From an optimization exercise on the open Yosys and OpenROAD flow, aimed at small area; shortcuts taken in it are not production practice. At most, simulation tests tie the RTL to the original design; equivalence was not proved. The RTL of runs 4 and 5 was laid out without a check of its function. The clock port is modelled as an ideal driver, which makes a skipped or thinned clock tree look cheaper than it is; a real chip needs a root buffer or a tree. Power figures rest on the tool's default switching activity, not on a simulated workload.

File: design/flow/flow/abc_area.script
strash
ifraig
dc2
dch -f
map -a
topo
File: design/flow/flow/run.sh
#!/bin/bash
# Own layout flow: the standard ORFS flow (standard.sh), with
#  - synthesis unchanged except that ABC maps the logic with an area-oriented
#    script (flow/abc_area.script) instead of ORFS's speed script; registers
#    are mapped before ABC runs, so they are the standard synthesis's;
#  - smaller port buffers and no CTS dummy loads.
# Each tool's output goes to a log file in the work folder (and ORFS's own
# logs under orfs/logs).
set -euo pipefail
W=$(pwd)

# ORFS scripts, with ABC's script replaced
rm -rf "$W/scripts_area"
cp -r "$FLOW_HOME/scripts" "$W/scripts_area"
cp "$W/flow/abc_area.script" "$W/scripts_area/abc_speed.script"

bash standard.sh SCRIPTS_DIR="$W/scripts_area" synth > "$W/synth.log" 2>&1

export BUFFER_PORTS_ARGS="-buffer_cell sky130_fd_sc_hd__buf_1"
export CTS_ARGS="-sink_clustering_enable -repair_clock_nets -sink_clustering_max_diameter 100 -dont_use_dummy_load -sink_clustering_size 33 -buf_list sky130_fd_sc_hd__buf_12 -distance_between_buffers 500"
bash standard.sh > "$W/layout.log" 2>&1
File: design/flow/design.v
module uart_vector_processor #(
    parameter int BIT_RATE = 115200,
    parameter int CLK_FREQ = 1_843_200,
    parameter int MAX_VECT_SIZE = 8,
    parameter int MAX_MAT_ROWS = 4,
    parameter int MAX_MAT_COLS = 4
)(
    input wire clk,
    input wire resetn,
    input wire uart_rx,
    output wire uart_tx,
    output wire led_busy,
    output wire led_rx_active,
    output wire led_tx_active,
    output wire led_error
);
    localparam [2:0] S_IDLE = 3'b000,    
                     S_SZ   = 3'b001,    
                     S_OP1  = 3'b010,    
                     S_OP2  = 3'b011,    
                     S_TX   = 3'b100,    
                     S_ERR  = 3'b101;    
    reg [2:0] st;
    reg       frm;           
    reg [7:0] fc;            
    reg [3:0] ph;            
    reg [3:0] w;             
    reg [1:0] bi;            
    reg [3:0] L;             
    reg [1:0] op;            
    reg       c;             
    reg       dA;            
    reg       bcur;          
    reg       act;           
    reg       txo;           
    wire [3:0] m = fc[7:4];
    wire s_idle = (st == S_IDLE);
    wire s_sz   = (st == S_SZ);
    wire s_op1  = (st == S_OP1);
    wire s_op2  = (st == S_OP2);
    wire is_tx  = (st == S_TX);
    wire is_err = (st == S_ERR);
    wire is_mat = ~op[1] & ~op[0];
    wire is_dot = op[1] & op[0];
    wire muldot = op[1];
    reg [15:0] rE [0:15];
    reg [15:0] rO [0:15];
    wire [2:0] yidx = w[2:0] & {3{~is_dot}};
    wire XE_lo = rE[{1'b0, w[2:0]}][0];
    wire XO_lo = rO[{1'b0, w[2:0]}][0];
    wire YE = rE[{1'b1, yidx}][0];
    wire YO = rO[{1'b1, yidx}][0];
    wire XE = w[3] ? YE : XE_lo;
    wire XO = w[3] ? YO : XO_lo;
    wire [2:0] bb = {1'b0, bi} + {1'b0, is_tx & is_dot, is_tx & op[1] & ~op[0]};
    wire bitwin = frm & ~m[3];                           
    wire hit    = bitwin & (ph == {bb[1:0], m[2:1]});    
    wire s15    = &ph;
    wire fend   = frm & s15 & m[3] & (m[0] == is_tx);
    wire rxstart = ~frm & ~uart_rx & ~is_err & ~is_tx;
    wire txstart = ~frm & is_tx & s15;
    wire rx   = uart_rx;
    wire rxop = frm & ~is_tx;
    wire rhit = hit & rxop;
    wire [2:0] k = m[2:0];
    wire XR   = m[0] ? XO : XE;                          
    wire cin_add = c & ~((bi == 2'd0) & (k == 3'd0));
    wire nb   = s_op1 ? rx : (XR ^ rx ^ cin_add);
    wire cadd = (XR & rx) | (cin_add & (XR ^ rx));
    wire pass   = act;
    wire pfirst = (ph == 4'd0);
    wire cin_m  = c & ~pfirst;
    wire t0 = bcur & XE;
    wire s0 = YE ^ t0 ^ cin_m;
    wire c1 = (YE & t0) | (cin_m & (YE ^ t0));
    wire t1 = bcur & XO;
    wire s1 = YO ^ t1 ^ c1;
    wire c2 = (YO & t1) | (c1 & (YO ^ t1));
    wire capv = ~bb[2] & (muldot ? (m[0] ? YO : YE) : XR);
    wire wrX  = pass | (rhit & (s_op1 | (s_op2 & ~muldot)));
    wire wrY  = pass | (s_op1 & muldot);
    wire XdE = pass ? (dA & ~pfirst) : (m[0] ? XE : nb);
    wire XdO = pass ? XE : (m[0] ? nb : XO);
    wire YdE = pass & s0;
    wire YdO = pass & s1;
    wire UdE = is_mat ? XdE : YdE;
    wire UdO = is_mat ? XdO : YdO;
    genvar gi;
    generate
        for (gi = 0; gi < 16; gi = gi + 1) begin : g_slot
            wire we;
            wire dE, dO;
            if (gi < 8) begin : g_lo
                assign we = wrX & (w == gi);
                assign dE = XdE;
                assign dO = XdO;
            end else begin : g_hi
                assign we = (wrX & (w == gi)) | (wrY & (yidx == gi - 8));
                assign dE = UdE;
                assign dO = UdO;
            end
            always @(posedge clk) begin
                rE[gi] <= {we ? dE : rE[gi][0], rE[gi][15:1]};
                rO[gi] <= {we ? dO : rO[gi][0], rO[gi][15:1]};
            end
        end
    endgenerate
    wire skip = is_mat & (w[1:0] == L[1:0]);
    wire [3:0] wnx = (w | {2'b00, skip, skip}) + 4'd1;
    wire last = (w == L);
    wire brin = (k == 3'd0) | c;
    wire dbit = rx ^ brin;
    always @(posedge clk) begin
        ph <= ph + 4'd1;
        fc <= rxstart ? 8'hF1 : txstart ? 8'h00 : fc + 8'd1;
        dA <= XO;
        if (pass) begin
            c  <= c2;
        end else if (rhit) begin
            c <= s_sz ? (brin & ~rx) : cadd;
        end
        if (rhit & s_idle) begin
            if (k == 3'd0) op[0] <= rx;
            if (k == 3'd1) op[1] <= rx;
        end
        if (rhit & s_sz & (bi == 2'd0) & ~k[2] & (~k[1] | ~is_mat)) begin
            if (is_mat & w[0]) L <= {L[3:2], dbit, L[1]};
            else               L <= {dbit, L[3:1]};
        end
        if (is_tx) begin
            if (hit) bcur <= capv;
        end else if (s15)
            bcur <= rx;
        if (s15)
            act <= bitwin & rxop & s_op2 & muldot;
        if (fend) begin
            if (s_idle) begin
                bi <= 2'd0;
                w  <= 4'd0;
            end else begin
                bi <= bi + 2'd1;
                if (bi == 2'd3)
                    w <= s_sz ? {3'b000, is_mat & ~w[0]} : (last ? 4'd0 : wnx);
            end
        end
    end
    always @(posedge clk or negedge resetn) begin
        if (!resetn) begin
            st  <= S_IDLE;
            frm <= 1'b0;
            txo <= 1'b1;
        end else begin
            if (rxstart | txstart) frm <= 1'b1;
            else if (fend)         frm <= 1'b0;
            if (s15)
                txo <= ~txstart & ~(is_tx & bitwin & ~(hit ? capv : bcur));
            if (rhit & s_idle & (k[2] | k[1]) & (rx ^ (~k[2] & ~k[0] & is_mat)))
                st <= S_ERR;
            else if (fend & (bi == 2'd3 | s_idle)) begin
                case (st)
                    S_IDLE: st <= S_SZ;
                    S_SZ:   if (~(is_mat & ~w[0])) st <= S_OP1;
                    S_OP1:  if (last) st <= S_OP2;
                    S_OP2:  if (last) st <= S_TX;
                    S_TX:   if (last | is_dot) st <= S_IDLE;
                    default: ;
                endcase
            end
        end
    end
    assign uart_tx       = txo;
    assign led_tx_active = is_tx;
    assign led_rx_active = ~st[2] & (st[1] | st[0]);
    assign led_busy      = led_rx_active | is_tx;
    assign led_error     = is_err;
endmodule
File: design/flow/constraint.sdc
create_clock -name core_clock -period 100.0 [get_ports {clk}]
set_input_delay 20.0000 -clock core_clock [delete_from_list [all_inputs] [get_ports {clk}]]
set_output_delay 20.0000 -clock core_clock [all_outputs]
set_load 0.01 [all_outputs]
File: design/flow/standard.sh
#!/bin/bash
# synth_recipe.tcl (not shown) runs the flow's synth.tcl, then flattens the netlist and writes it again
# the make line also repeats each setting of config.mk as NAME=value (left out here)
make -C /OpenROAD-flow-scripts/flow DESIGN_CONFIG=/design/flow/config.mk WORK_HOME=/design/flow/orfs CLKGATE_MAP_FILE= SYNTH_SCRIPT=/design/flow/synth_recipe.tcl "${@:-finish}"
File: design/flow/config.mk
export PLATFORM = sky130hd
export DESIGN_NAME = uart_vector_processor
export DESIGN_NICKNAME = uart_vector_processor
export VERILOG_FILES = /design/flow/design.v
export SDC_FILE = /design/flow/constraint.sdc
export NUM_CORES = 8
export LEC_CHECK = 0
export CAP_MARGIN = 20
export CORE_MARGIN = 2
export CORE_UTILIZATION = 40
export CTS_CLUSTER_DIAMETER = 100
export CTS_CLUSTER_SIZE = 35
export SLEW_MARGIN = 20
==> impl_metrics.env, run 1 <==
export IMPL_critPathMaxFanout=9
export IMPL_cts_resized=0
export IMPL_cts_buffers=20
export IMPL_timing_final_crit_share=0.226
export IMPL_drt_total_wl_um=16700
export IMPL_avgViaCountPerCell=4.33
export IMPL_synth_seq_cells=545
export IMPL_num_antenna_cells=0
export IMPL_setup_tns_final_ps=0
export IMPL_ant_nets=0
export IMPL_start_util=0.408
export IMPL_grt_pass1_wl_um=27000
export IMPL_rsz0062_at_grt="false"
export IMPL_final_nets=942
export IMPL_ys_flop_type="dfxtp_1"
export IMPL_drt_iter0_drc=328
export IMPL_min_path_type="reg2reg"
export IMPL_core_sq_mm=0.0316
export IMPL_worstSetupStartpointType="input port"
export IMPL_arrival_ps=22950
export IMPL_critPathRequiredTime_ps=100310
export IMPL_postCtsSetupRepairBufs=0
export IMPL_dp_slack_ps=76950
export IMPL_setup_viol=0
export IMPL_timing_fmax_mhz=44.2
export IMPL_yosys_warnings=3
export IMPL_post_place_cells=1303
export IMPL_cts_htree_levels=1
export IMPL_track_usage=0.101
export IMPL_dp_final_hpwl_um=11100
export IMPL_insertion_delay_ps=480
export IMPL_synthArstFlopShare=0.00917
export IMPL_finalHoldViolCount=0
export IMPL_grt_max_degree=34
export IMPL_grt_pass1_vias=5434
export IMPL_syn_area_per_cell_sq_um=14.4
export IMPL_layout_drive_gt1_share=0.0271
export IMPL_cellPowerDensity_mw_per_mm2=22.8
export IMPL_wl_per_cell_um=12.6
export IMPL_drv_slew=0
export IMPL_synth_area_sq_mm=0.0129
export IMPL_tritoncts="yes"
export IMPL_clk_pin_slew_ps=120
export IMPL_antenna_found_initial=0
export IMPL_boundaryPins=8
export IMPL_finalCriticalPeriod_ps=22640
export IMPL_slew_headroom=0.388
export IMPL_crit_path_end_kind="flop"
export IMPL_synth_nets=913
export IMPL_die_area_sq_mm=0.0337
export IMPL_peakVddDrop_mv=0.0134
export IMPL_cap_violations=0
export IMPL_cts_buffer_depth=3
export IMPL_status="complete, no violations"
export IMPL_grt_ovfl_total=0
export IMPL_clock_root_buffer="buf_12"
export IMPL_crit_type="in2reg"
export IMPL_drc=0
export IMPL_row_count=65
export IMPL_syn_inst=894
export IMPL_io_buffers=7
export IMPL_hold_buffers=0
export IMPL_p_leak_nw=5.32
export IMPL_post_route_util=0.437
export IMPL_die_h_um=184
export IMPL_fin_ws_ps=77360
export IMPL_vias=5726
export IMPL_ys_seq_area_frac=0.860
export IMPL_die_width_um=184
export IMPL_synth_edf_count=15
export IMPL_synthToLayoutAreaGrowth_pct=7.21
export IMPL_gp_congestion=0.852
export IMPL_skew_ps=47.7
export IMPL_instances_no_fill=1323
export IMPL_ys_types=28
export IMPL_drtPass1Iterations=6
export IMPL_tightest_slew_ps=918
export IMPL_cts_sinks=545
==> cells by family (layout without fill, tap and decap cells) <==
kind of cell	Yosys count	in the layout	share of synthesized area
and+or+nand+nor	166	166	0.0534
AOI/OAI and AO/OA	101	101	0.0457
buffers and inverters	56	83	0.0163
DFF	545	545	0.860
xor gates and xnor gates	10	10	0.00679
adders and majority gates	16	16	0.0179
==> final timing paths <==
path,start,slack (ps),end,depth (start not counted)
worst max-delay path,uart_rx,77360,rE[9][15],10
worst min-delay path,rO[2][14],300,rO[2][13],0
max in group asynchronous,resetn,80310,txo,1
min in group asynchronous,resetn,19410,st[1],1
worst max register to register,w[2],94980,rE[9][15],19
worst min register to register,rO[2][14],300,rO[2][13],0
==> through the flow <==
step                      power [mW]  instance area [sq um]  hold WS (ps)
after detailed placement       0.231                  13400           312
after global routing           0.328                  13800           302
final                          0.316                  13800           299
after CTS                      0.319                  13800           302
after global placement         0.231                  13400           310
after floorplan                0.229                  12900           310
==> cell usage in the layout (no fill, tap or decap), types with 3 or more instances in the layout <==
cell	n
o21ai_0	17
a32oi_1	3
nor3_1	18
clkinv_1	56
xnor2_1	5
buf_12	20
a211oi_1	3
buf_1	7
nor2_1	88
nand4_1	5
a22oi_1	13
o31ai_1	3
dfrtp_1	4
xor2_1	5
o22ai_1	3
edfxtp_1	15
a21oi_1	51
fa_1	4
nor4_1	3
nand3_1	11
dfxtp_1	525
ha_1	12
a31oi_1	4
nand2_1	38
==> area by class of cell <==
class / count / area (sq um)
inverters: 56 / 210
flip-flops and latches: 545 / 11100
well taps: 402 / 503
fillers: 2858 / 17800
multi-input cells: 293 / 1600
repair buffers: 7 / 26.3
clock buffers: 20 / 400
==> report_power, final <==
group	internal (mW)	switching, mW
sequential	0.219	0.00187
combinational	0.00189	0.00363
clock	0.0315	0.0578
total	0.253	0.0633
==> sequential cells by signal (all words and copies together) (netlist names) <==
register,flops
rE,256
w,4
act,1
rO,256
bcur,1
op,2
bi,2
fc,8
st,3
L,4
ph,4
frm,1
dA,1
txo,1
c,1
==> cell usage after synthesis, types with 4 or more instances <==
cell type,instances,share of area
dfxtp_1,525,0.82
a21oi_1,51,0.020
dfrtp_1,4,0.0078
xnor2_1,5,0.0034
edfxtp_1,15,0.035
o21ai_0,17,0.0066
nand3_1,11,0.0043
nor2_1,88,0.026
a22oi_1,13,0.0076
nand2_1,38,0.011
fa_1,4,0.0062
xor2_1,5,0.0034
clkinv_1,56,0.016
ha_1,12,0.012
nor3_1,18,0.0070
nand4_1,5,0.0024
a31oi_1,4,0.0019
==> critical path: stages <==
cell      delay [ps]
buf_1            250
clkinv_1         210
fa_1             570
nor2_1            50
a21oi_1          200
a21oi_1          100
a32oi_1          690
nor2_1            90
a31oi_1          620
o21ai_0          170
==> metal layers <==
layer  global-route usage  vias up  part of all wire
met5                    0        -                 0
met4               0.0403        0             0.038
met3               0.0194       37             0.033
met2                0.144       78              0.39
met1                0.151     2697              0.54
li1                     -     2914                 -
==> run 2, diff against run 1 <==
--- a/design/flow/flow/run.sh
+++ b/design/flow/flow/run.sh
@@ -17,5 +17,5 @@
 bash standard.sh SCRIPTS_DIR="$W/scripts_area" synth > "$W/synth.log" 2>&1
 
 export BUFFER_PORTS_ARGS="-buffer_cell sky130_fd_sc_hd__buf_1"
-export CTS_ARGS="-sink_clustering_enable -repair_clock_nets -sink_clustering_max_diameter 100 -dont_use_dummy_load -sink_clustering_size 33 -buf_list sky130_fd_sc_hd__buf_12 -distance_between_buffers 500"
+export CTS_ARGS="-sink_clustering_enable -repair_clock_nets -sink_clustering_max_diameter 100 -dont_use_dummy_load -sink_clustering_size 33 -buf_list sky130_fd_sc_hd__buf_12 -no_insertion_delay"
 bash standard.sh > "$W/layout.log" 2>&1
==> impl_metrics.env, run 2 <==
export IMPL_status="complete, no violations"
export IMPL_track_usage=0.101
export IMPL_hold_buffers=0
export IMPL_post_place_cells=1303
export IMPL_setup_tns_final_ps=0
export IMPL_layout_commonest_cell="dfxtp_1"
export IMPL_final_nets=942
export IMPL_postCtsSetupRepairBufs=0
export IMPL_ys_seq_area_frac=0.860
export IMPL_synth_area_sq_mm=0.0129
export IMPL_synth_xor_area_frac=0.00679
export IMPL_rsz0062_at_grt="false"
export IMPL_min_path_type="reg2reg"
export IMPL_insertion_delay_ps=480
export IMPL_grt_pass1_vias=5434
export IMPL_ys_types=28
export IMPL_synth_simple_area_share=0.0534
export IMPL_synth_seq_cells=545
export IMPL_fin_ws_ps=77360
export IMPL_p_int_mw=0.253
export IMPL_synth_top_family_by_area="simple AND/OR/NAND/NOR gates"
export IMPL_start_util=0.408
export IMPL_layout_drive_gt1_share=0.0271
export IMPL_row_count=65
export IMPL_io_buffers=7
export IMPL_synthToLayoutAreaGrowth_pct=7.21
export IMPL_peakVddDrop_mv=0.0134
export IMPL_yosys_top_cells_area="dfxtp_1 82%, edfxtp_1 3.5%, nor2_1 2.6%, a21oi_1 2.0%, clkinv_1 1.6%"
export IMPL_drc=0
export IMPL_die_area_sq_mm=0.0337
export IMPL_boundaryPins=8
export IMPL_instances_no_fill=1323
export IMPL_cts_buffer_depth=3
export IMPL_synthMuxAreaShare=0
export IMPL_grt_pass1_wl_um=27000
export IMPL_drtPass1Iterations=6
export IMPL_cts_sinks=545
export IMPL_cap_violations=0
export IMPL_setup_viol=0
export IMPL_power_frac_comb=0.017
export IMPL_seq_power_share=0.700
export IMPL_tightest_slew_ps=918
export IMPL_post_route_util=0.437
export IMPL_dp_final_hpwl_um=11100
export IMPL_crit_path_end_kind="flop"
export IMPL_yosys_area_top_type="dfxtp_1"
export IMPL_core_sq_mm=0.0316
export IMPL_p_sw_frac=0.200
export IMPL_drt_total_wl_um=16700
export IMPL_p_clk_frac=0.283
export IMPL_p_leak_nw=5.32
export IMPL_clk_pin_slew_ps=120
export IMPL_cts_buffers=20
export IMPL_tritoncts="yes"
export IMPL_clock_root_buffer="buf_12"
export IMPL_timing_fmax_mhz=44.2
export IMPL_design_area_sq_mm=0.0138
export IMPL_whs_ps=299
export IMPL_finalHoldViolCount=0
export IMPL_finalCriticalPeriod_ps=22640
export IMPL_synthArstFlopShare=0.00917
export IMPL_cts_resized=0
export IMPL_final_cell_mix="525 x dfxtp_1, 88 x nor2_1, 56 x clkinv_1"
export IMPL_switchingPower_mw=0.0633
export IMPL_worstSetupStartpointType="input port"
export IMPL_synth_edf_count=15
export IMPL_grt_max_degree=34
export IMPL_yosysMostFrequentCell="dfxtp_1"
export IMPL_placed_cell_area_sq_mm=0.0134
export IMPL_skew_ps=47.7
export IMPL_avgViaCountPerCell=4.33
export IMPL_total_power_mw=0.316
export IMPL_ant_nets=0
export IMPL_drt_iter0_drc=328
export IMPL_slew_headroom=0.388
export IMPL_ys_flop_type="dfxtp_1"
export IMPL_synth_compound_area_frac=0.0457
export IMPL_syn_area_per_cell_sq_um=14.4
export IMPL_gp_congestion=0.852
export IMPL_top_regs="rE x256, rO x256, fc x8"
export IMPL_crit_type="in2reg"
export IMPL_arrival_ps=22950
export IMPL_critPathRequiredTime_ps=100310
export IMPL_netlist_area_leader_share=0.815
export IMPL_drv_slew=0
export IMPL_synthAdderAreaFrac=0.0179
export IMPL_synth_nets=913
export IMPL_die_h_um=184
export IMPL_critPathMaxFanout=9
export IMPL_yosys_top_cells_count="525 x dfxtp_1, 88 x nor2_1, 56 x clkinv_1, 51 x a21oi_1, 38 x nand2_1"
export IMPL_vias=5726
export IMPL_syn_inst=894
export IMPL_wl_per_cell_um=12.6
export IMPL_num_antenna_cells=0
export IMPL_timing_final_crit_share=0.226
export IMPL_cts_htree_levels=1
export IMPL_grt_ovfl_total=0
export IMPL_yosys_warnings=3
export IMPL_dp_slack_ps=76950
export IMPL_cellPowerDensity_mw_per_mm2=22.8
export IMPL_antenna_found_initial=0
export IMPL_die_width_um=184
run 2: area by class of cell:
class / instances / area [sq um]
Inverter: 56 / 210
Multi-Input combinational cell: 293 / 1600
Timing Repair Buffer: 7 / 26.3
Tap cell: 402 / 503
Fill cell: 2858 / 17800
Sequential cell: 545 / 11100
Clock buffer: 20 / 400
run 2: worst max-delay path, stage by stage:
cell      delay, ps
buf_1           250
clkinv_1        210
fa_1            570
nor2_1           50
a21oi_1         200
a21oi_1         100
a32oi_1         690
nor2_1           90
a31oi_1         620
o21ai_0         170
run 2: final timing paths:
| path | start | to | slack [ps] | depth (start not counted) |
|---|---|---|---|---|
| setup / recovery | uart_rx | rE[9][15] | 77360 | 10 |
| hold / removal | rO[2][14] | rO[2][13] | 300 | 0 |
| setup reg to reg | w[2] | rE[9][15] | 94980 | 19 |
| hold reg to reg | rO[2][14] | rO[2][13] | 300 | 0 |
| max in group asynchronous | resetn | txo | 80310 | 1 |
| min in group asynchronous | resetn | st[1] | 19410 | 1 |
run 2: metal layers:
layer / vias to the layer above / wire, um / track usage
li1: 2914 / - / -
met1: 2697 / 9070 / 0.151
met2: 78 / 6450 / 0.144
met3: 37 / 544 / 0.0194
met4: 0 / 634 / 0.0403
met5: - / 0 / 0
run 2: power groups by stage:
stage                     Clock (mW)  Combinational, mW  Sequential (mW)
after global placement             0            0.00535            0.226
after global routing           0.100            0.00644            0.221
final                         0.0893            0.00552            0.221
after detailed placement           0            0.00548            0.226
after CTS                     0.0927            0.00551            0.221
after floorplan                    0            0.00409            0.225
run 2: logic make-up (layout without fill, tap and decap cells):
family,after synthesis,after routing
AOI/OAI and AO/OA,101,101
xor gates and xnor gates,10,10
adders and majority gates,16,16
buffers and inverters,56,83
DFF,545,545
and+or+nand+nor,166,166
==> run 3, diff against run 2 <==
--- a/design/flow/design.v
+++ b/design/flow/design.v
@@ -113,9 +113,9 @@
     always @(posedge clk) begin
         ph <= ph + 4'd1;
         fc <= rxstart ? 8'hF1 : txstart ? 8'h00 : fc + 8'd1;
-        dA <= XO;
         if (pass) begin
             c  <= c2;
+            dA <= XO;
         end else if (rhit) begin
             c <= s_sz ? (brin & ~rx) : cadd;
         end
--- a/design/flow/flow/run.sh
+++ b/design/flow/flow/run.sh
@@ -17,5 +17,5 @@
 bash standard.sh SCRIPTS_DIR="$W/scripts_area" synth > "$W/synth.log" 2>&1
 
 export BUFFER_PORTS_ARGS="-buffer_cell sky130_fd_sc_hd__buf_1"
-export CTS_ARGS="-sink_clustering_enable -repair_clock_nets -sink_clustering_max_diameter 100 -dont_use_dummy_load -sink_clustering_size 33 -buf_list sky130_fd_sc_hd__buf_12 -no_insertion_delay"
+export CTS_ARGS="-sink_clustering_enable -repair_clock_nets -sink_clustering_size 35 -sink_clustering_max_diameter 100 -dont_use_dummy_load"
 bash standard.sh > "$W/layout.log" 2>&1
==> impl_metrics.env, run 3 <==
export IMPL_final_cell_mix="524 x dfxtp_1, 80 x nor2_1, 55 x clkinv_1"
export IMPL_yosys_area_top_type="dfxtp_1"
export IMPL_die_area_sq_mm=0.0337
export IMPL_skew_ps=25.3
export IMPL_r2r_end="rO[9][15]"
export IMPL_reg2reg_from="w[0]"
export IMPL_tightest_slew_ps=952
export IMPL_hold_buffers=0
export IMPL_start_util=0.408
export IMPL_synth_nets=915
export IMPL_syn_inst=896
export IMPL_use_met3=0.0198
export IMPL_gr_usage_met2=0.146
export IMPL_wl_per_cell_um=12.4
export IMPL_final_nets=944
export IMPL_drv_slew=0
export IMPL_setup_tns_final_ps=0
export IMPL_crit_path_end_kind="flop"
export IMPL_p_leak_nw=5.44
export IMPL_min_path_type="reg2reg"
export IMPL_row_count=65
export IMPL_synthToLayoutAreaGrowth_pct=7.85
export IMPL_crit_type="in2reg"
export IMPL_dp_final_hpwl_um=10900
export IMPL_p_int_mw=0.293
export IMPL_critPathMaxFanout=9
export IMPL_reg2reg_depth=19
export IMPL_grt_ovfl_total=0
export IMPL_yosys_top_cells_area="dfxtp_1 81%, edfxtp_1 3.7%, nor2_1 2.3%, clkinv_1 1.6%, nand2_1 1.5%"
export IMPL_cts_htree_levels=1
export IMPL_layout_drive_gt1_share=0.0282
export IMPL_status="complete, no violations"
export IMPL_p_clk_frac=0.239
export IMPL_whs_path_depth=0
export IMPL_grt_pass1_wl_um=26500
export IMPL_power_frac_comb=0.078
export IMPL_min_delay_start="rE[7][9]"
export IMPL_min_to="rE[7][8]"
export IMPL_synth_seq_cells=545
export IMPL_slew_headroom=0.349
export IMPL_yosys_warnings=3
export IMPL_boundaryPins=8
export IMPL_synthMuxAreaShare=0
export IMPL_drc=0
export IMPL_synthAdderAreaFrac=0.0178
export IMPL_tritoncts="yes"
export IMPL_clock_root_buffer="clkbuf_16"
export IMPL_ant_nets=0
export IMPL_busiest_layer="met1"
export IMPL_ys_seq_area_frac=0.860
export IMPL_worstSetupStartpointType="input port"
export IMPL_antenna_found_initial=0
export IMPL_cts_buffer_depth=3
export IMPL_vias=5705
export IMPL_ys_types=31
export IMPL_cts_sinks=545
export IMPL_cts_resized=0
export IMPL_synth_area_sq_mm=0.0129
export IMPL_top_regs="rE x256, rO x256, fc x8"
export IMPL_rsz0062_at_grt="false"
export IMPL_fillers=2828
export IMPL_multi_input_area_sq_mm=0.00160
export IMPL_grt_pass1_vias=5322
export IMPL_finalHoldViolCount=0
export IMPL_instances_no_fill=1325
export IMPL_switchingPower_mw=0.0875
export IMPL_timing_fmax_mhz=44.3
export IMPL_timing_final_crit_share=0.226
export IMPL_post_place_cells=1306
export IMPL_num_antenna_cells=0
export IMPL_layout_commonest_cell="dfxtp_1"
export IMPL_die_width_um=184
export IMPL_cts_buffers=19
export IMPL_critPathRequiredTime_ps=100390
export IMPL_cap_violations=0
export IMPL_die_h_um=184
export IMPL_synth_simple_area_share=0.0555
export IMPL_yosys_top_cells_count="524 x dfxtp_1, 80 x nor2_1, 55 x clkinv_1, 51 x nand2_1, 38 x o21ai_0"
export IMPL_synth_edf_count=16
export IMPL_grt_max_degree=36
export IMPL_avgViaCountPerCell=4.31
export IMPL_track_usage=0.0994
export IMPL_seq_area_sq_mm=0.0111
export IMPL_io_buffers=7
export IMPL_synth_compound_area_frac=0.0443
export IMPL_seq_power_share=0.684
export IMPL_synth_top_family_by_area="simple AND/OR/NAND/NOR gates"
export IMPL_core_sq_mm=0.0316
export IMPL_synth_xor_area_frac=0.00611
export IMPL_insertion_delay_ps=530
export IMPL_yosysMostFrequentCell="dfxtp_1"
export IMPL_syn_area_per_cell_sq_um=14.4
export IMPL_drtPass1Iterations=5
export IMPL_drt_iter0_drc=315
export IMPL_cellPowerDensity_mw_per_mm2=27.4
export IMPL_p_sw_frac=0.230
export IMPL_peakVddDrop_mv=0.0126
export IMPL_arrival_ps=22950
export IMPL_use_met1=0.147
export IMPL_postCtsSetupRepairBufs=0
export IMPL_drt_total_wl_um=16400
export IMPL_clk_pin_slew_ps=120
export IMPL_netlist_area_leader_share=0.813
export IMPL_setup_viol=0
export IMPL_synthArstFlopShare=0.00917
export IMPL_reg2reg_slack_ps=94910
export IMPL_finalCriticalPeriod_ps=22560
export IMPL_total_power_mw=0.381
export IMPL_gp_congestion=0.910
export IMPL_ys_flop_type="dfxtp_1"
[run 3: cell count changes in the layout (fill, tap and decap cells not counted), sizes merged, moves of 3 or more]
cell / previous run / this run
a21oi: 51 / 33
buf: 27 / 8
clkbuf: 0 / 19
nand2: 38 / 51
nand3: 11 / 20
nor2: 88 / 80
nor3: 18 / 8
o21ai: 17 / 38
o31ai: 3 / 0
[run 3: worst max-delay path by stage]
stage	startpoint	to	slack, ps
after detailed placement	uart_rx	rO[12][15]	76870
after global placement	uart_rx	rO[9][15]	76960
after floorplan	uart_rx	rO[9][15]	77990
after CTS	uart_rx	rO[9][15]	77430
after global routing	uart_rx	rO[12][15]	77040
final	uart_rx	rO[9][15]	77440
[run 3: power by group through the flow]
stage / logic, mW / registers [mW] / clock network (mW)
after global placement: 0.0288 / 0.265 / 0
after global routing: 0.0342 / 0.264 / 0.102
after CTS: 0.0297 / 0.261 / 0.0950
final: 0.0295 / 0.260 / 0.0910
after detailed placement: 0.0294 / 0.266 / 0
after floorplan: 0.0215 / 0.260 / 0
[run 3: logic make-up after synthesis]
| logic type | after synthesis |
|---|---|
| AOI/OAI and AO/OA | 99 |
| DFF | 545 |
| adders and majority gates | 16 |
| buffers and inverters | 55 |
| xor gates and xnor gates | 9 |
| and+or+nand+nor | 172 |
[run 3: cell type report]
type	count	area share
clock buffers	19	0.0342
inverters	55	0.0148
multi-input cells	296	0.115
flip-flops and latches	545	0.798
well taps	402	0.0362
repair buffers	8	0.00243
[run 3: through the flow]
step / setup slack, ps / cell area, sq um / utilization / hold WS, ps
global route: 77040 / 13900 / 0.440 / 313
global placement: 76960 / 13400 / 0.425 / 310
finish: 77440 / 13900 / 0.440 / 308
floorplan: 77990 / 12900 / - / 310
detailed placement: 76870 / 13400 / 0.425 / 312
CTS: 77430 / 13900 / 0.440 / 309
[run 3: worst max-delay path: stages]
cell      delay, ps
buf_1           290
clkinv_1        200
fa_1            560
nor2_1           40
a21oi_1         180
o21ai_0         100
o21ai_0         770
nor2_1           70
a31oi_1         580
o21ai_0         160
[run 3: layer usage]
| metal | vias to the layer above | wire (um) |
|---|---|---|
| met5 | - | 0 |
| met4 | 0 | 478 |
| met3 | 30 | 606 |
| met2 | 83 | 6480 |
| met1 | 2675 | 8820 |
| li1 | 2917 | - |
==> run 4, diff against run 3 <==
--- a/design/flow/design.v
+++ b/design/flow/design.v
@@ -56,8 +56,8 @@
     wire bitwin = frm & ~m[3];                           
     wire hit    = bitwin & (ph == {bb[1:0], m[2:1]});    
     wire s15    = &ph;
-    wire fend   = frm & s15 & m[3] & (m[0] == is_tx);
-    wire rxstart = ~frm & ~uart_rx & ~is_err & ~is_tx;
+    wire fend   = frm & s15 & m[3] & ~m[1] & m[0];
+    wire rxstart = ~frm & ~uart_rx & ~is_tx;
     wire txstart = ~frm & is_tx & s15;
     wire rx   = uart_rx;
     wire rxop = frm & ~is_tx;
@@ -113,9 +113,9 @@
     always @(posedge clk) begin
         ph <= ph + 4'd1;
         fc <= rxstart ? 8'hF1 : txstart ? 8'h00 : fc + 8'd1;
+        dA <= XO;
         if (pass) begin
             c  <= c2;
-            dA <= XO;
         end else if (rhit) begin
             c <= s_sz ? (brin & ~rx) : cadd;
         end
==> design/flow/flow/run.sh (replaced) <==
#!/bin/bash
# Own layout flow: the standard ORFS flow (standard.sh), with
#  - synthesis unchanged except that ABC maps the logic with an area-oriented
#    script (flow/abc_area.script) instead of ORFS's speed script; registers
#    are mapped before ABC runs, so they are the standard synthesis's;
#  - smaller port buffers, no CTS dummy loads, buf_12 clock buffers, and the
#    clock tree's intermediate level removed (root buffer drives the leaf
#    buffers directly).
# Each tool's output goes to a log file in the work folder (and ORFS's own
# logs under orfs/logs).
set -euo pipefail
W=$(pwd)

# ORFS scripts, with ABC's script replaced
rm -rf "$W/scripts_area"
cp -r "$FLOW_HOME/scripts" "$W/scripts_area"
cp "$W/flow/abc_area.script" "$W/scripts_area/abc_speed.script"

bash standard.sh SCRIPTS_DIR="$W/scripts_area" synth > "$W/synth.log" 2>&1

export BUFFER_PORTS_ARGS="-buffer_cell sky130_fd_sc_hd__buf_1"
export CTS_ARGS="-sink_clustering_enable -repair_clock_nets -sink_clustering_size 33 -sink_clustering_max_diameter 100 -dont_use_dummy_load -buf_list sky130_fd_sc_hd__buf_12"
bash standard.sh cts > "$W/place_cts.log" 2>&1

CTS_ODB=$(ls -d "$W"/orfs/results/*/uart_vector_processor/base)/4_cts.odb
CTS_ODB="$CTS_ODB" openroad -no_init -exit "$W/flow/flatten_ctree.tcl" > "$W/flatten_ctree.log" 2>&1

bash standard.sh > "$W/layout.log" 2>&1
==> design/flow/flow/flatten_ctree.tcl (new file) <==
# Removes the intermediate level of the clock tree that CTS builds: every
# buffer named clkbuf_1_* (between the root buffer and the leaf buffers) is
# deleted and its loads are connected to the root buffer's output net.
read_db $::env(CTS_ODB)
set block [ord::get_db_block]
set removed 0
foreach inst [$block getInsts] {
  set name [$inst getName]
  if { ![string match "clkbuf_1_*" $name] } { continue }
  set in_net ""
  set out_net ""
  foreach it [$inst getITerms] {
    set mt [$it getMTerm]
    if { [$mt getSigType] != "SIGNAL" && [$mt getSigType] != "CLOCK" } { continue }
    if { [$mt getIoType] == "INPUT" } { set in_net [$it getNet] }
    if { [$mt getIoType] == "OUTPUT" } { set out_net [$it getNet] }
  }
  if { $in_net == "" || $out_net == "" } { continue }
  set loads {}
  foreach it [$out_net getITerms] {
    if { [$it getInst] != $inst } { lappend loads $it }
  }
  foreach it $loads {
    $it disconnect
    $it connect $in_net
  }
  odb::dbInst_destroy $inst
  odb::dbNet_destroy $out_net
  incr removed
  puts "removed $name, moved [llength $loads] loads to [$in_net getName]"
}
puts "removed $removed intermediate clock buffers"
write_db $::env(CTS_ODB)
==> impl_metrics.env, run 4 <==
export IMPL_io_buffers=7
export IMPL_hold_buffers=0
export IMPL_cap_violations=0
export IMPL_drv_slew=0
export IMPL_yosys_warnings=3
export IMPL_power_frac_comb=0.018
export IMPL_core_sq_mm=0.0316
export IMPL_timing_fmax_mhz=44.4
export IMPL_ys_types=30
export IMPL_netlist_area_leader_share=0.815
export IMPL_reg2reg_slack_ps=94970
export IMPL_avgViaCountPerCell=4.35
export IMPL_p_leak_nw=5.31
export IMPL_min_path_type="reg2reg"
export IMPL_min_delay_start="rE[11][11]"
export IMPL_drc=0
export IMPL_clk_pin_slew_ps=120
export IMPL_syn_area_per_cell_sq_um=14.4
export IMPL_critPathMaxFanout=9
export IMPL_insertion_delay_ps=470
export IMPL_yosys_top_cells_count="525 x dfxtp_1, 91 x nor2_1, 55 x clkinv_1, 51 x a21oi_1, 38 x nand2_1"
export IMPL_synth_area_sq_mm=0.0129
export IMPL_crit_type="in2reg"
export IMPL_yosysMostFrequentCell="dfxtp_1"
export IMPL_critPathRequiredTime_ps=100340
export IMPL_layout_commonest_cell="dfxtp_1"
export IMPL_synth_nets=915
export IMPL_synth_edf_count=15
export IMPL_post_place_cells=1305
export IMPL_status="complete, no violations"
export IMPL_die_h_um=184
export IMPL_p_clk_frac=0.272
export IMPL_ys_seq_area_frac=0.860
export IMPL_peakVddDrop_mv=0.0155
export IMPL_p_sw_frac=0.199
export IMPL_setup_viol=0
export IMPL_grt_ovfl_total=0
export IMPL_crit_start="uart_rx"
export IMPL_grt_max_degree=34
export IMPL_antenna_found_initial=0
export IMPL_die_width_um=184
export IMPL_post_route_util=0.436
export IMPL_vias=5750
export IMPL_grt_pass1_wl_um=27500
export IMPL_setup_tns_final_ps=0
export IMPL_cts_resized=0
export IMPL_timing_final_crit_share=0.225
export IMPL_syn_inst=896
export IMPL_ys_flop_type="dfxtp_1"
export IMPL_yosys_area_top_type="dfxtp_1"
export IMPL_reg2reg_from="w[2]"
export IMPL_whs_path_depth=0
export IMPL_yosys_top_cells_area="dfxtp_1 82%, edfxtp_1 3.5%, nor2_1 2.6%, a21oi_1 2.0%, clkinv_1 1.6%"
export IMPL_synthArstFlopShare=0.00917
export IMPL_ant_nets=0
export IMPL_postCtsSetupRepairBufs=0
export IMPL_num_antenna_cells=0
export IMPL_start_util=0.408
export IMPL_design_area_sq_mm=0.0138
export IMPL_track_usage=0.109
export IMPL_wl_per_cell_um=12.7
export IMPL_r2r_end="rE[9][15]"
export IMPL_grt_pass1_vias=5529
export IMPL_slew_headroom=0.436
export IMPL_placed_cell_area_sq_mm=0.0134
export IMPL_final_nets=942
export IMPL_p_int_mw=0.249
export IMPL_tightest_slew_ps=842
export IMPL_seq_power_share=0.711
export IMPL_cellPowerDensity_mw_per_mm2=22.6
export IMPL_drt_total_wl_um=16800
export IMPL_cts_sinks=545
export IMPL_dp_final_hpwl_um=11200
export IMPL_min_to="rE[11][10]"
export IMPL_drtPass1Iterations=5
export IMPL_top_regs="rE x256, rO x256, fc x8"
export IMPL_die_area_sq_mm=0.0337
export IMPL_synthToLayoutAreaGrowth_pct=6.90
export IMPL_worstSetupStartpointType="input port"
export IMPL_row_count=65
export IMPL_arrival_ps=22870
export IMPL_drt_iter0_drc=395
export IMPL_skew_ps=25.3
export IMPL_finalHoldViolCount=0
export IMPL_switchingPower_mw=0.0618
export IMPL_instances_no_fill=1323
export IMPL_boundaryPins=8
export IMPL_synth_seq_cells=545
export IMPL_layout_drive_gt1_share=0.0250
export IMPL_reg2reg_depth=19
export IMPL_total_power_mw=0.311
export IMPL_gp_congestion=0.854
export IMPL_final_cell_mix="525 x dfxtp_1, 91 x nor2_1, 55 x clkinv_1"
export IMPL_rsz0062_at_grt="false"
export IMPL_crit_path_end_kind="flop"
export IMPL_finalCriticalPeriod_ps=22530
run 4: worst max path at each step:
stage	end	slack, ps	depth (start not counted)
after CTS	rE[11][15]	77470	10
after floorplan	rE[9][15]	77960	9
final	rE[9][15]	77470	10
after global placement	rE[9][15]	77040	10
after global routing	rE[11][15]	77220	10
after detailed placement	rE[9][15]	76930	10
run 4: layout make-up:
class / instances / area [sq um]
fillers: 2859 / 17900
flip-flops and latches: 545 / 11100
multi-input cells: 296 / 1600
well taps: 402 / 503
clock buffers: 18 / 360
inverters: 55 / 206
repair buffers: 7 / 26.3
run 4: routing by layer:
layer,vias to the layer above,wire length (um),GRT usage
li1,2930,-,-
met1,2698,9010,0.151
met2,89,6530,0.148
met3,33,735,0.0406
met4,0,503,0.0528
met5,-,0,0
run 4: cell families (layout without fill, tap and decap cells):
group	after synthesis	in the layout	share of synthesized area
flip-flops	545	545	0.860
AND/OR/NAND/NOR	170	170	0.0550
AO/OA/AOI/OAI	103	103	0.0466
buffers and inverters	55	80	0.0160
adder cells (fa/ha/maj)	16	16	0.0179
XOR/XNOR	7	7	0.00475
run 4: per-stage QoR:
stage          hold WS [ps]  worst slack [ps]
3_5_place_dp            312             76930
2_1_floorplan           310             77960
6_report                305             77470
5_1_grt                 308             77220
4_1_cts                 309             77470
3_3_place_gp            310             77040
run 4: power groups by stage:
stage	Clock (mW)	Combinational [mW]	Sequential (mW)
2_1_floorplan	0	0.00406	0.225
3_3_place_gp	0	0.00529	0.226
3_5_place_dp	0	0.00546	0.226
4_1_cts	0.0933	0.00549	0.221
5_1_grt	0.0964	0.00632	0.221
6_report	0.0844	0.00546	0.221
run 4: critical path: stages:
cell and delay (ps):
buf_1 200, clkinv_1 220, fa_1 580, nor2_1 50
a21oi_1 180, a21oi_1 90, a32oi_1 640, nor2_1 80
a31oi_1 660, o21ai_0 170
==> run 5, diff against run 4 <==
--- a/design/flow/design.v
+++ b/design/flow/design.v
@@ -56,8 +56,8 @@
     wire bitwin = frm & ~m[3];                           
     wire hit    = bitwin & (ph == {bb[1:0], m[2:1]});    
     wire s15    = &ph;
-    wire fend   = frm & s15 & m[3] & ~m[1] & m[0];
-    wire rxstart = ~frm & ~uart_rx & ~is_tx;
+    wire fend   = frm & s15 & m[3] & (m[0] == is_tx);
+    wire rxstart = ~frm & ~uart_rx;
     wire txstart = ~frm & is_tx & s15;
     wire rx   = uart_rx;
     wire rxop = frm & ~is_tx;
==> impl_metrics.env, run 5 <==
export IMPL_status="complete, no violations"
export IMPL_drt_iter0_drc=279
export IMPL_drt_total_wl_um=17200
export IMPL_ys_flop_type="dfxtp_1"
export IMPL_seq_area_sq_mm=0.0111
export IMPL_yosysMostFrequentCell="dfxtp_1"
export IMPL_synthToLayoutAreaGrowth_pct=6.94
export IMPL_core_sq_mm=0.0316
export IMPL_min_path_type="reg2reg"
export IMPL_yosys_top_cells_area="dfxtp_1 81%, edfxtp_1 3.5%, nor2_1 2.6%, a21oi_1 2.1%, clkinv_1 1.6%"
export IMPL_finalCriticalPeriod_ps=22470
export IMPL_rsz0062_at_grt="false"
export IMPL_arrival_ps=22830
export IMPL_peakVddDrop_mv=0.0151
export IMPL_total_power_mw=0.312
export IMPL_grt_ovfl_total=0
export IMPL_drtPass1Iterations=4
export IMPL_syn_inst=899
export IMPL_die_area_sq_mm=0.0337
export IMPL_synth_area_sq_mm=0.0129
export IMPL_netlist_area_leader_share=0.815
export IMPL_reg2reg_slack_ps=95140
export IMPL_insertion_delay_ps=480
export IMPL_row_count=65
export IMPL_gp_congestion=0.859
export IMPL_ys_seq_area_frac=0.859
export IMPL_synth_seq_cells=545
export IMPL_yosys_warnings=3
export IMPL_r2r_end="rE[9][15]"
export IMPL_setup_tns_final_ps=0
export IMPL_synth_edf_count=15
export IMPL_synth_nets=918
export IMPL_crit_type="in2reg"
export IMPL_critPathMaxFanout=9
export IMPL_die_width_um=184
export IMPL_post_place_cells=1308
export IMPL_grt_max_degree=34
export IMPL_final_cell_mix="525 x dfxtp_1, 90 x nor2_1, 54 x clkinv_1"
export IMPL_die_h_um=184
export IMPL_finalHoldViolCount=0
export IMPL_ant_nets=0
export IMPL_wl_per_cell_um=12.9
export IMPL_ys_types=29
export IMPL_track_usage=0.110
export IMPL_slew_headroom=0.447
export IMPL_fillers=2848
export IMPL_top_regs="rE x256, rO x256, fc x8"
export IMPL_drv_slew=0
export IMPL_start_util=0.408
export IMPL_postCtsSetupRepairBufs=0
export IMPL_reg2reg_depth=19
export IMPL_skew_ps=37.6
export IMPL_cp_endpoint="rE[9][15]"
export IMPL_cts_resized=0
export IMPL_grt_pass1_vias=5572
export IMPL_crit_start="uart_rx"
export IMPL_cp_slowest_stage_delay_ps=660
export IMPL_hold_buffers=0
export IMPL_instances_no_fill=1328
export IMPL_yosys_area_top_type="dfxtp_1"
export IMPL_boundaryPins=8
export IMPL_multi_input_area_sq_mm=0.00161
export IMPL_cap_violations=0
export IMPL_timing_final_crit_share=0.225
export IMPL_cts_sinks=545
export IMPL_avgViaCountPerCell=4.31
export IMPL_timing_fmax_mhz=44.5
export IMPL_crit_chain="buf_1 -> clkinv_1 -> fa_1 -> nor2_1 -> a21oi_1 -> nand2_1 -> a21oi_1 -> nor2_1 -> a31oi_1 -> o21ai_0"
export IMPL_drc=0
export IMPL_critPathRequiredTime_ps=100360
export IMPL_synthArstFlopShare=0.00917
export IMPL_crit_path_end_kind="flop"
export IMPL_vias=5728
export IMPL_worstSetupStartpointType="input port"
export IMPL_whs_ps=286
export IMPL_layout_drive_gt1_share=0.0249
export IMPL_p_leak_nw=5.31
export IMPL_syn_area_per_cell_sq_um=14.3
export IMPL_grt_pass1_wl_um=27600
export IMPL_final_nets=945
export IMPL_antenna_found_initial=1
export IMPL_clk_pin_slew_ps=120
export IMPL_dp_final_hpwl_um=11500
export IMPL_setup_viol=0
export IMPL_io_buffers=7
export IMPL_slowest_stage="a21oi_1"
export IMPL_tightest_slew_ps=830
export IMPL_cellPowerDensity_mw_per_mm2=22.6
export IMPL_reg2reg_from="w[2]"
export IMPL_yosys_top_cells_count="525 x dfxtp_1, 90 x nor2_1, 54 x clkinv_1, 53 x a21oi_1, 44 x nand2_1"
export IMPL_layout_commonest_cell="dfxtp_1"
-- run 5: cell count changes after synthesis, sizes merged, moves of 2 or more --
cell,change
a21oi,+2
nor4,+2
nand3,+4
nand4,-3
nand2,+6
o21ai,-3
a22oi,-3
-- run 5: worst max-delay path, delay by kind of cell --
family,cells,cell delay (ps)
fa+ha+maj,1,570
simple gates,3,180
compound gates,4,1600
buf+inv,2,470
-- run 5: how the worst min path moves through the flow --
| stage | to | start | slack (ps) | cells past startpoint |
|---|---|---|---|---|
| detailed placement | rE[10][0] | rE[10][1] | 310 | 0 |
| global placement | rO[1][2] | rO[1][3] | 310 | 0 |
| floorplan | rE[0][0] | rE[0][1] | 310 | 0 |
| finish | rE[3][11] | rE[3][12] | 290 | 0 |
| CTS | rE[3][11] | rE[3][12] | 290 | 0 |
| global route | rE[3][11] | rE[3][12] | 290 | 0 |
-- run 5: metal layers --
| metal | vias up | wire (um) | global-route usage |
|---|---|---|---|
| met4 | 0 | 383 | 0.0576 |
| met5 | - | 0 | 0 |
| met1 | 2690 | 9100 | 0.150 |
| met2 | 76 | 7040 | 0.156 |
| met3 | 29 | 641 | 0.0349 |
| li1 | 2933 | - | - |
-- run 5: power breakdown --
| group | total, mW | switching (mW) | internal, mW | leakage [nW] |
|---|---|---|---|---|
| logic | 0.00556 | 0.00364 | 0.00192 | 0.666 |
| clock network | 0.0849 | 0.0569 | 0.0280 | 0.169 |
| registers | 0.221 | 0.00226 | 0.219 | 4.48 |
| total | 0.312 | 0.0628 | 0.249 | 5.31 |
-- run 5: metrics by stage --
stage / utilization / worst slack, ps / cell area (sq um)
3_3_place_gp: 0.424 / 77120 / 13400
5_1_grt: 0.436 / 77290 / 13800
4_1_cts: 0.437 / 77560 / 13800
6_report: 0.436 / 77530 / 13800
3_5_place_dp: 0.424 / 77050 / 13400
2_1_floorplan: - / 77990 / 12900
-- run 5: cells by family after synthesis --
family,count (synthesis),synth area share
flip-flops,545,0.859
AO/OA/AOI/OAI,100,0.0453
adder cells (fa/ha/maj),16,0.0178
buffers and inverters,54,0.0157
AND/OR/NAND/NOR,177,0.0569
XOR/XNOR,7,0.00475
-- run 5: final cells by class --
type                            count  share of cell area
Sequential cell                   545               0.804
Clock buffer                       18              0.0261
Multi-Input combinational cell    300               0.117
Timing Repair Buffer                7             0.00190
Antenna cell                        2            0.000363
Tap cell                          402              0.0365
Inverter                           54              0.0147
==> run 6, diff against run 5 <==
--- a/design/flow/design.v
+++ b/design/flow/design.v
@@ -57,7 +57,7 @@
     wire hit    = bitwin & (ph == {bb[1:0], m[2:1]});    
     wire s15    = &ph;
     wire fend   = frm & s15 & m[3] & (m[0] == is_tx);
-    wire rxstart = ~frm & ~uart_rx;
+    wire rxstart = ~frm & ~uart_rx & ~is_err & ~is_tx;
     wire txstart = ~frm & is_tx & s15;
     wire rx   = uart_rx;
     wire rxop = frm & ~is_tx;
==> impl_metrics.env, run 6 <==
export IMPL_status="complete, no violations"
export IMPL_netlist_area_leader_share=0.815
export IMPL_start_util=0.408
export IMPL_yosys_area_top_type="dfxtp_1"
export IMPL_yosys_top_cells_count="525 x dfxtp_1, 88 x nor2_1, 56 x clkinv_1, 51 x a21oi_1, 38 x nand2_1"
export IMPL_cap_violations=0
export IMPL_drt_iter0_drc=358
export IMPL_die_area_sq_mm=0.0337
export IMPL_skew_ps=23.7
export IMPL_syn_area_per_cell_sq_um=14.4
export IMPL_layout_commonest_cell="dfxtp_1"
export IMPL_row_count=65
export IMPL_cellPowerDensity_mw_per_mm2=22.6
export IMPL_timing_final_crit_share=0.226
export IMPL_yosysMostFrequentCell="dfxtp_1"
export IMPL_cts_resized=0
export IMPL_drv_slew=0
export IMPL_placed_cell_area_sq_mm=0.0134
export IMPL_critPathRequiredTime_ps=100350
export IMPL_busiest_layer="met1"
export IMPL_setup_tns_final_ps=0
export IMPL_grt_max_degree=34
export IMPL_post_place_cells=1303
export IMPL_track_usage=0.107
export IMPL_arrival_ps=22940
export IMPL_yosys_top_cells_area="dfxtp_1 82%, edfxtp_1 3.5%, nor2_1 2.6%, a21oi_1 2.0%, clkinv_1 1.6%"
export IMPL_min_path_type="reg2reg"
export IMPL_vias=5681
export IMPL_die_h_um=184
export IMPL_dp_final_hpwl_um=11100
export IMPL_postCtsSetupRepairBufs=0
export IMPL_gp_congestion=0.852
export IMPL_critPathMaxFanout=9
export IMPL_use_met3=0.0309
export IMPL_num_antenna_cells=0
export IMPL_die_width_um=184
export IMPL_antenna_found_initial=0
export IMPL_layout_drive_gt1_share=0.0250
export IMPL_grt_pass1_vias=5394
export IMPL_avgViaCountPerCell=4.30
export IMPL_boundaryPins=8
export IMPL_synthArstFlopShare=0.00917
export IMPL_grt_ovfl_total=0
export IMPL_gr_usage_met2=0.144
export IMPL_use_met1=0.151
export IMPL_ys_seq_area_frac=0.860
export IMPL_drtPass1Iterations=4
export IMPL_total_power_mw=0.311
export IMPL_cp_endpoint="rE[9][15]"
export IMPL_peakVddDrop_mv=0.0154
export IMPL_design_area_sq_mm=0.0138
export IMPL_synth_nets=913
export IMPL_whs_ps=307
export IMPL_cts_sinks=545
export IMPL_crit_path_end_kind="flop"
export IMPL_crit_chain="buf_1 -> clkinv_1 -> fa_1 -> nor2_1 -> a21oi_1 -> a21oi_1 -> a32oi_1 -> nor2_1 -> a31oi_1 -> o21ai_0"
export IMPL_syn_inst=894
export IMPL_synth_seq_cells=545
export IMPL_io_buffers=7
export IMPL_tightest_slew_ps=920
export IMPL_core_sq_mm=0.0316
export IMPL_reg2reg_from="w[0]"
export IMPL_clk_pin_slew_ps=120
export IMPL_ys_types=28
export IMPL_wl_per_cell_um=12.6
export IMPL_final_cell_mix="525 x dfxtp_1, 88 x nor2_1, 56 x clkinv_1"
export IMPL_finalHoldViolCount=0
export IMPL_fillers=2862
export IMPL_instances_no_fill=1321
export IMPL_setup_viol=0
export IMPL_ant_nets=0
export IMPL_insertion_delay_ps=470
export IMPL_timing_fmax_mhz=44.3
export IMPL_synthToLayoutAreaGrowth_pct=6.90
export IMPL_reg2reg_depth=21
export IMPL_yosys_warnings=3
export IMPL_ys_flop_type="dfxtp_1"
export IMPL_hold_buffers=0
export IMPL_worstSetupStartpointType="input port"
export IMPL_grt_pass1_wl_um=26900
export IMPL_drt_total_wl_um=16600
export IMPL_reg2reg_slack_ps=95040
export IMPL_slowest_stage="a32oi_1"
export IMPL_top_regs="rE x256, rO x256, fc x8"
export IMPL_slew_headroom=0.386
export IMPL_drc=0
export IMPL_crit_type="in2reg"
export IMPL_cp_slowest_stage_delay_ps=690
export IMPL_synth_area_sq_mm=0.0129
export IMPL_crit_start="uart_rx"
export IMPL_final_nets=940
export IMPL_finalCriticalPeriod_ps=22590
export IMPL_p_leak_nw=5.30
export IMPL_r2r_end="rE[9][15]"
export IMPL_synth_edf_count=15
export IMPL_rsz0062_at_grt="false"
-- run 6: cells by family (layout without fill, tap and decap cells) --
| family | Yosys count | in the layout | share of synthesized area |
|---|---|---|---|
| AND/OR/NAND/NOR | 166 | 166 | 0.0534 |
| flip-flops | 545 | 545 | 0.860 |
| adder cells (fa/ha/maj) | 16 | 16 | 0.0179 |
| AO/OA/AOI/OAI | 101 | 101 | 0.0457 |
| XOR/XNOR | 10 | 10 | 0.00679 |
| buffers and inverters | 56 | 81 | 0.0163 |
-- run 6: worst min path at each step --
stage	start	end	cells past startpoint
final	rE[7][7]	rE[7][6]	0
after global routing	rE[7][12]	rE[7][11]	0
after CTS	rO[2][14]	rO[2][13]	0
after detailed placement	rE[0][9]	rE[0][8]	0
after global placement	rE[4][8]	rE[4][7]	0
after floorplan	rE[0][1]	rE[0][0]	0
-- run 6: worst max-delay path: cells and delay by family --
kind | cells | cell delay [ps]
fa+ha+maj | 1 | 570
simple gates | 2 | 140
compound gates | 5 | 1760
buf+inv | 2 | 470
-- run 6: final cells by class --
| cell class | instances | area (sq um) | area share |
|---|---|---|---|
| multi-input cells | 293 | 1600 | 0.116 |
| repair buffers | 7 | 26.3 | 0.00191 |
| clock buffers | 18 | 360 | 0.0261 |
| inverters | 56 | 210 | 0.0153 |
| well taps | 402 | 503 | 0.0365 |
| flip-flops and latches | 545 | 11100 | 0.804 |
-- run 6: power breakdown --
group          switching [mW]  internal, mW  total (mW)
Clock                  0.0568        0.0280      0.0848
Sequential            0.00189         0.219       0.221
Combinational         0.00365       0.00189     0.00554
Total                  0.0624         0.249       0.311
-- run 6: metal layers --
metal,wire (um),up-vias
li1,-,2909
met1,9000,2659
met2,6420,77
met3,592,36
met4,595,0
met5,0,-
-- run 6: stage by stage --
| step | utilization | worst slack (ps) |
|---|---|---|
| after floorplan | - | 77990 |
| final | 0.436 | 77410 |
| after detailed placement | 0.424 | 76950 |
| after CTS | 0.437 | 77440 |
| after global routing | 0.436 | 77120 |
| after global placement | 0.424 | 77030 |
==> run 7, diff against run 6 <==
--- a/design/flow/design.v
+++ b/design/flow/design.v
@@ -18,8 +18,8 @@
                      S_SZ   = 3'b001,    
                      S_OP1  = 3'b010,    
                      S_OP2  = 3'b011,    
-                     S_TX   = 3'b100,    
-                     S_ERR  = 3'b101;    
+                     S_TX   = 3'b110,    
+                     S_ERR  = 3'b111;    
     reg [2:0] st;
     reg       frm;           
     reg [7:0] fc;            
@@ -170,7 +170,7 @@
     end
     assign uart_tx       = txo;
     assign led_tx_active = is_tx;
-    assign led_rx_active = ~st[2] & (st[1] | st[0]);
+    assign led_rx_active = s_sz | s_op1 | s_op2;
     assign led_busy      = led_rx_active | is_tx;
     assign led_error     = is_err;
 endmodule
==> impl_metrics.env, run 7 <==
export IMPL_status="complete, no violations"
export IMPL_ys_flop_type="dfxtp_1"
export IMPL_drc=0
export IMPL_die_h_um=183
export IMPL_crit_path_end_kind="flop"
export IMPL_layout_commonest_cell="dfxtp_1"
export IMPL_drv_slew=0
export IMPL_netlist_area_leader_share=0.818
export IMPL_min_path_type="reg2reg"
export IMPL_die_width_um=183
export IMPL_p_leak_nw=5.38
export IMPL_multi_input_area_sq_mm=0.00155
export IMPL_slowest_stage="a22oi_1"
export IMPL_timing_final_crit_share=0.225
export IMPL_vias=5609
export IMPL_rsz0062_at_grt="false"
export IMPL_cellPowerDensity_mw_per_mm2=23.6
export IMPL_boundaryPins=8
export IMPL_r2r_end="rO[11][15]"
export IMPL_slew_headroom=0.333
export IMPL_yosys_warnings=3
export IMPL_wl_per_cell_um=12.5
export IMPL_cp_endpoint="rE[10][15]"
export IMPL_fillers=2843
export IMPL_synth_top_family_by_area="simple AND/OR/NAND/NOR gates"
export IMPL_post_route_util=0.435
export IMPL_crit_chain="buf_1 -> clkinv_1 -> fa_1 -> nor2_1 -> a21oi_1 -> a21oi_1 -> a22oi_1 -> nor2_1 -> a31oi_1 -> a21oi_1"
export IMPL_synthArstFlopShare=0.00917
export IMPL_cts_sinks=545
export IMPL_syn_inst=893
export IMPL_syn_area_per_cell_sq_um=14.4
export IMPL_synth_area_sq_mm=0.0128
export IMPL_timing_fmax_mhz=44.4
export IMPL_peakVddDrop_mv=0.0140
export IMPL_clk_pin_slew_ps=120
export IMPL_row_count=65
export IMPL_ys_seq_area_frac=0.863
export IMPL_critPathRequiredTime_ps=100330
export IMPL_final_cell_mix="525 x dfxtp_1, 95 x nor2_1, 55 x clkinv_1"
export IMPL_reg2reg_depth=18
export IMPL_critPathMaxFanout=9
export IMPL_reg2reg_slack_ps=94700
export IMPL_min_delay_start="rO[2][14]"
export IMPL_seq_area_sq_mm=0.0111
export IMPL_hold_buffers=0
export IMPL_ant_nets=0
export IMPL_synth_xor_area_frac=0.00614
export IMPL_setup_tns_final_ps=0
export IMPL_grt_max_degree=34
export IMPL_synthToLayoutAreaGrowth_pct=6.94
export IMPL_yosysMostFrequentCell="dfxtp_1"
export IMPL_synthAdderAreaFrac=0.0140
export IMPL_ys_types=29
export IMPL_avgViaCountPerCell=4.25
export IMPL_setup_viol=0
export IMPL_skew_ps=37.0
export IMPL_drtPass1Iterations=4
export IMPL_total_power_mw=0.325
export IMPL_synth_compound_area_frac=0.0451
export IMPL_finalCriticalPeriod_ps=22550
export IMPL_num_antenna_cells=0
export IMPL_postCtsSetupRepairBufs=0
export IMPL_gp_congestion=0.805
export IMPL_drt_iter0_drc=300
export IMPL_crit_type="in2reg"
export IMPL_yosys_area_top_type="dfxtp_1"
export IMPL_core_sq_mm=0.0316
export IMPL_grt_pass1_wl_um=26800
export IMPL_arrival_ps=22880
export IMPL_yosys_top_cells_area="dfxtp_1 82%, edfxtp_1 3.5%, nor2_1 2.8%, a21oi_1 2.0%, clkinv_1 1.6%"
export IMPL_insertion_delay_ps=470
export IMPL_synthMuxAreaShare=0
export IMPL_cts_resized=0
export IMPL_layout_drive_gt1_share=0.0240
export IMPL_antenna_found_initial=0
export IMPL_track_usage=0.107
export IMPL_synth_simple_area_share=0.0552
export IMPL_crit_start="uart_rx"
export IMPL_synth_edf_count=15
export IMPL_cp_slowest_stage_delay_ps=710
export IMPL_worstSetupStartpointType="input port"
export IMPL_dp_final_hpwl_um=11100
export IMPL_io_buffers=7
export IMPL_synth_seq_cells=545
export IMPL_tightest_slew_ps=990
export IMPL_grt_pass1_vias=5260
export IMPL_synth_nets=908
export IMPL_grt_ovfl_total=0
export IMPL_cpMostUsedCell="a21oi_1"
export IMPL_final_nets=935
export IMPL_yosys_top_cells_count="525 x dfxtp_1, 95 x nor2_1, 55 x clkinv_1, 51 x a21oi_1, 38 x nand2_1"
export IMPL_cap_violations=0
export IMPL_die_area_sq_mm=0.0336
export IMPL_start_util=0.407
export IMPL_drt_total_wl_um=16500
export IMPL_top_regs="rE x256, rO x256, fc x8"
export IMPL_reg2reg_from="st[1]"
export IMPL_finalHoldViolCount=0
## run 7: layer usage
metal / wire length, um / global-route usage
met5: 0 / 0
met4: 287 / 0.0403
met3: 661 / 0.0377
met1: 8930 / 0.152
met2: 6630 / 0.148
## run 7: area by class of cell
class                           count  area share
Sequential cell                   545       0.807
Multi-Input combinational cell    293       0.113
Tap cell                          402      0.0366
Clock buffer                       18      0.0262
Inverter                           55      0.0150
Timing Repair Buffer                7     0.00191
## run 7: how the worst min path moves through the flow
stage                end  slack [ps]  cells past startpoint
3_3_place_gp   rE[7][10]         310                      0
6_report       rO[2][13]         290                      0
4_1_cts        rO[2][13]         290                      0
2_1_floorplan   rE[0][0]         310                      0
5_1_grt        rO[2][13]         290                      0
3_5_place_dp   rE[0][10]         310                      0
## run 7: worst max-delay path, delay by kind of cell
kind,cells,cell delay (ps)
compound gates,5,1740
fa+ha+maj,1,560
buf+inv,2,460
simple gates,2,110
## run 7: metrics by stage
step	instances	worst slack, ps	hold slack (ps)	instance area (sq um)
2_1_floorplan	893	78000	310	12800
3_3_place_gp	1302	77020	310	13400
3_5_place_dp	1302	76960	312	13400
4_1_cts	1322	77460	288	13800
5_1_grt	1320	77150	287	13700
6_report	1320	77450	286	13700
## run 7: cells by family (layout without fill, tap and decap cells)
kind of cell,Yosys count,count (layout)
adders and majority gates,12,12
AOI/OAI and AO/OA,99,99
and+or+nand+nor,173,173
buffers and inverters,55,80
xor gates and xnor gates,9,9
DFF,545,545
## run 7: power by group
| part | total [mW] | leakage, nW | internal [mW] | switching [mW] |
|---|---|---|---|---|
| sequential | 0.232 | 4.55 | 0.228 | 0.00452 |
| combinational | 0.00853 | 0.657 | 0.00301 | 0.00551 |
| clock | 0.0837 | 0.169 | 0.0280 | 0.0557 |
| total | 0.325 | 5.38 | 0.259 | 0.0657 |
==> run 8, diff against run 7 <==
--- a/design/flow/flow/run.sh
+++ b/design/flow/flow/run.sh
@@ -1,7 +1,8 @@
 #!/bin/bash
 # Own layout flow: the standard ORFS flow (standard.sh), with
 #  - synthesis unchanged except that ABC maps the logic with an area-oriented
-#    script (flow/abc_area.script) instead of ORFS's speed script; registers
+#    script (flow/abc_area.script: deepsyn AIG optimisation, then area
+#    mapping) instead of ORFS's speed script; registers
 #    are mapped before ABC runs, so they are the standard synthesis's;
 #  - smaller port buffers, no CTS dummy loads, buf_12 clock buffers, and the
 #    clock tree's intermediate level removed (root buffer drives the leaf
==> design/flow/flow/abc_area.script (replaced) <==
strash
&get -n
&deepsyn -I 2 -J 1000
&put
dch -f
map -a
topo
==> impl_metrics.env, run 8 <==
export IMPL_grt_ovfl_total=0
export IMPL_syn_inst=895
export IMPL_crit_path_end_kind="output port"
export IMPL_synthArstFlopShare=0.00917
export IMPL_skew_ps=28.9
export IMPL_drt_total_wl_um=17400
export IMPL_start_util=0.407
export IMPL_crit_type="reg2out"
export IMPL_dp_slack_ps=77410
export IMPL_peakVddDrop_mv=0.0159
export IMPL_arrival_ps=2250
export IMPL_die_h_um=183
export IMPL_status="complete, no violations"
export IMPL_setup_tns_final_ps=0
export IMPL_final_cell_mix="525 x dfxtp_1, 83 x nor2_1, 61 x clkinv_1"
export IMPL_syn_area_per_cell_sq_um=14.3
export IMPL_drv_slew=0
export IMPL_tightest_slew_ps=828
export IMPL_track_usage=0.111
export IMPL_avgViaCountPerCell=4.27
export IMPL_timing_fmax_mhz=44.9
export IMPL_dp_final_hpwl_um=11700
export IMPL_top_regs="rE x256, rO x256, fc x8"
export IMPL_drt_iter0_drc=351
export IMPL_core_sq_mm=0.0316
export IMPL_cap_violations=0
export IMPL_synth_seq_cells=545
export IMPL_yosys_warnings=3
export IMPL_ys_flop_type="dfxtp_1"
export IMPL_yosys_top_cells_count="525 x dfxtp_1, 83 x nor2_1, 61 x clkinv_1, 49 x nand2_1, 37 x a21oi_1"
export IMPL_vias=5640
export IMPL_grt_pass1_vias=5138
export IMPL_clk_pin_slew_ps=120
export IMPL_ys_seq_area_frac=0.864
export IMPL_slew_headroom=0.445
export IMPL_ys_types=32
export IMPL_grt_pass1_wl_um=27400
export IMPL_wl_per_cell_um=13.2
export IMPL_netlist_area_leader_share=0.819
export IMPL_die_area_sq_mm=0.0335
export IMPL_post_route_util=0.435
export IMPL_yosys_area_top_type="dfxtp_1"
export IMPL_crit_chain="clkinv_1 -> nor2_1 -> clkinv_1 -> nor2_1 -> clkinv_1 -> nand2_1 -> buf_1"
export IMPL_synth_area_sq_mm=0.0128
export IMPL_io_buffers=7
export IMPL_final_nets=937
export IMPL_critPathRequiredTime_ps=80000
export IMPL_cts_sinks=545
export IMPL_insertion_delay_ps=480
export IMPL_whs_ps=310
export IMPL_cpMostUsedCell="clkinv_1"
export IMPL_cellPowerDensity_mw_per_mm2=23.6
export IMPL_synth_nets=910
export IMPL_fin_ws_ps=77750
export IMPL_timing_final_crit_share=0.222
export IMPL_synth_edf_count=15
export IMPL_drc=0
export IMPL_finalCriticalPeriod_ps=22250
export IMPL_cts_resized=0
export IMPL_hold_buffers=0
export IMPL_row_count=65
export IMPL_min_path_type="reg2reg"
export IMPL_slowest_stage="dfrtp_1"
export IMPL_cp_slowest_stage_delay_ps=410
export IMPL_rsz0062_at_grt="false"
export IMPL_grt_max_degree=34
export IMPL_post_place_cells=1304
export IMPL_finalHoldViolCount=0
export IMPL_setup_viol=0
export IMPL_postCtsSetupRepairBufs=0
export IMPL_drtPass1Iterations=4
## run 8: cell count changes after synthesis, moves of 6 or more
cell and change:
o21ai_0 +18, a21oi_1 -14, nor2_1 -12, a22oi_1 -11, nand2_1 +11, clkinv_1 +6, nand3_1 +6
## run 8: layout make-up
class                      instances  area [sq um]  share of cell area
tap                              402           503              0.0367
inverter                          61           229              0.0167
clock buffer                      18           360              0.0263
multi-input combinational        289          1520               0.110
sequential                       545         11100               0.808
timing repair buffer               7          26.3             0.00192
## run 8: power breakdown
part	total [mW]	leakage (nW)	switching, mW	internal [mW]
clock network	0.0851	0.169	0.0571	0.0280
logic	0.00770	0.675	0.00524	0.00246
registers	0.231	4.55	0.00449	0.227
## run 8: routing by layer
| layer | GRT usage | part of all wire | vias to the layer above |
|---|---|---|---|
| met1 | 0.167 | 0.56 | 2634 |
| met3 | 0.0365 | 0.046 | 24 |
| met5 | 0 | 0 | - |
| met2 | 0.139 | 0.37 | 75 |
| met4 | 0.0566 | 0.022 | 0 |
| li1 | - | - | 2907 |
## run 8: stage by stage
stage               power, mW  instance area [sq um]
floorplan               0.240                  12800
global placement        0.244                  13400
detailed placement      0.244                  13400
CTS                     0.332                  13800
global route            0.337                  13700
finish                  0.324                  13700
## run 8: final timing paths
path                       cells after the start      from         end  slack (ps)
max                                            7     st[1]    led_busy       77750
min                                            0  rE[0][8]    rE[0][7]         310
max reg2reg                                   20      w[2]  rO[10][15]       95100
min reg2reg                                    0  rE[0][8]    rE[0][7]         310
max in group asynchronous                      1    resetn         txo       80340
min in group asynchronous                      1    resetn       st[2]       19360
## run 8: logic make-up after synthesis
family | share of synthesized area
AND/OR/NAND/NOR | 0.0577
flip-flops | 0.864
XOR/XNOR | 0.00341
AO/OA/AOI/OAI | 0.0429
adder cells (fa/ha/maj) | 0.0140
buffers and inverters | 0.0178
## run 8: worst max-delay path, delay by kind of cell, from the launching register on
kind | cells | cell delay, ps
buffers and inverters | 4 | 640
AND/OR/NAND/NOR | 3 | 710
flip-flops | 1 | 410

Check on run 8: ideal ports give 77.750 ns setup slack; a clkbuf_16 on the clock port and buf_2 on the inputs give 77.702 ns; moving port delays by the midpoint clock arrival (0.513 ns) as well gives 77.376 ns.
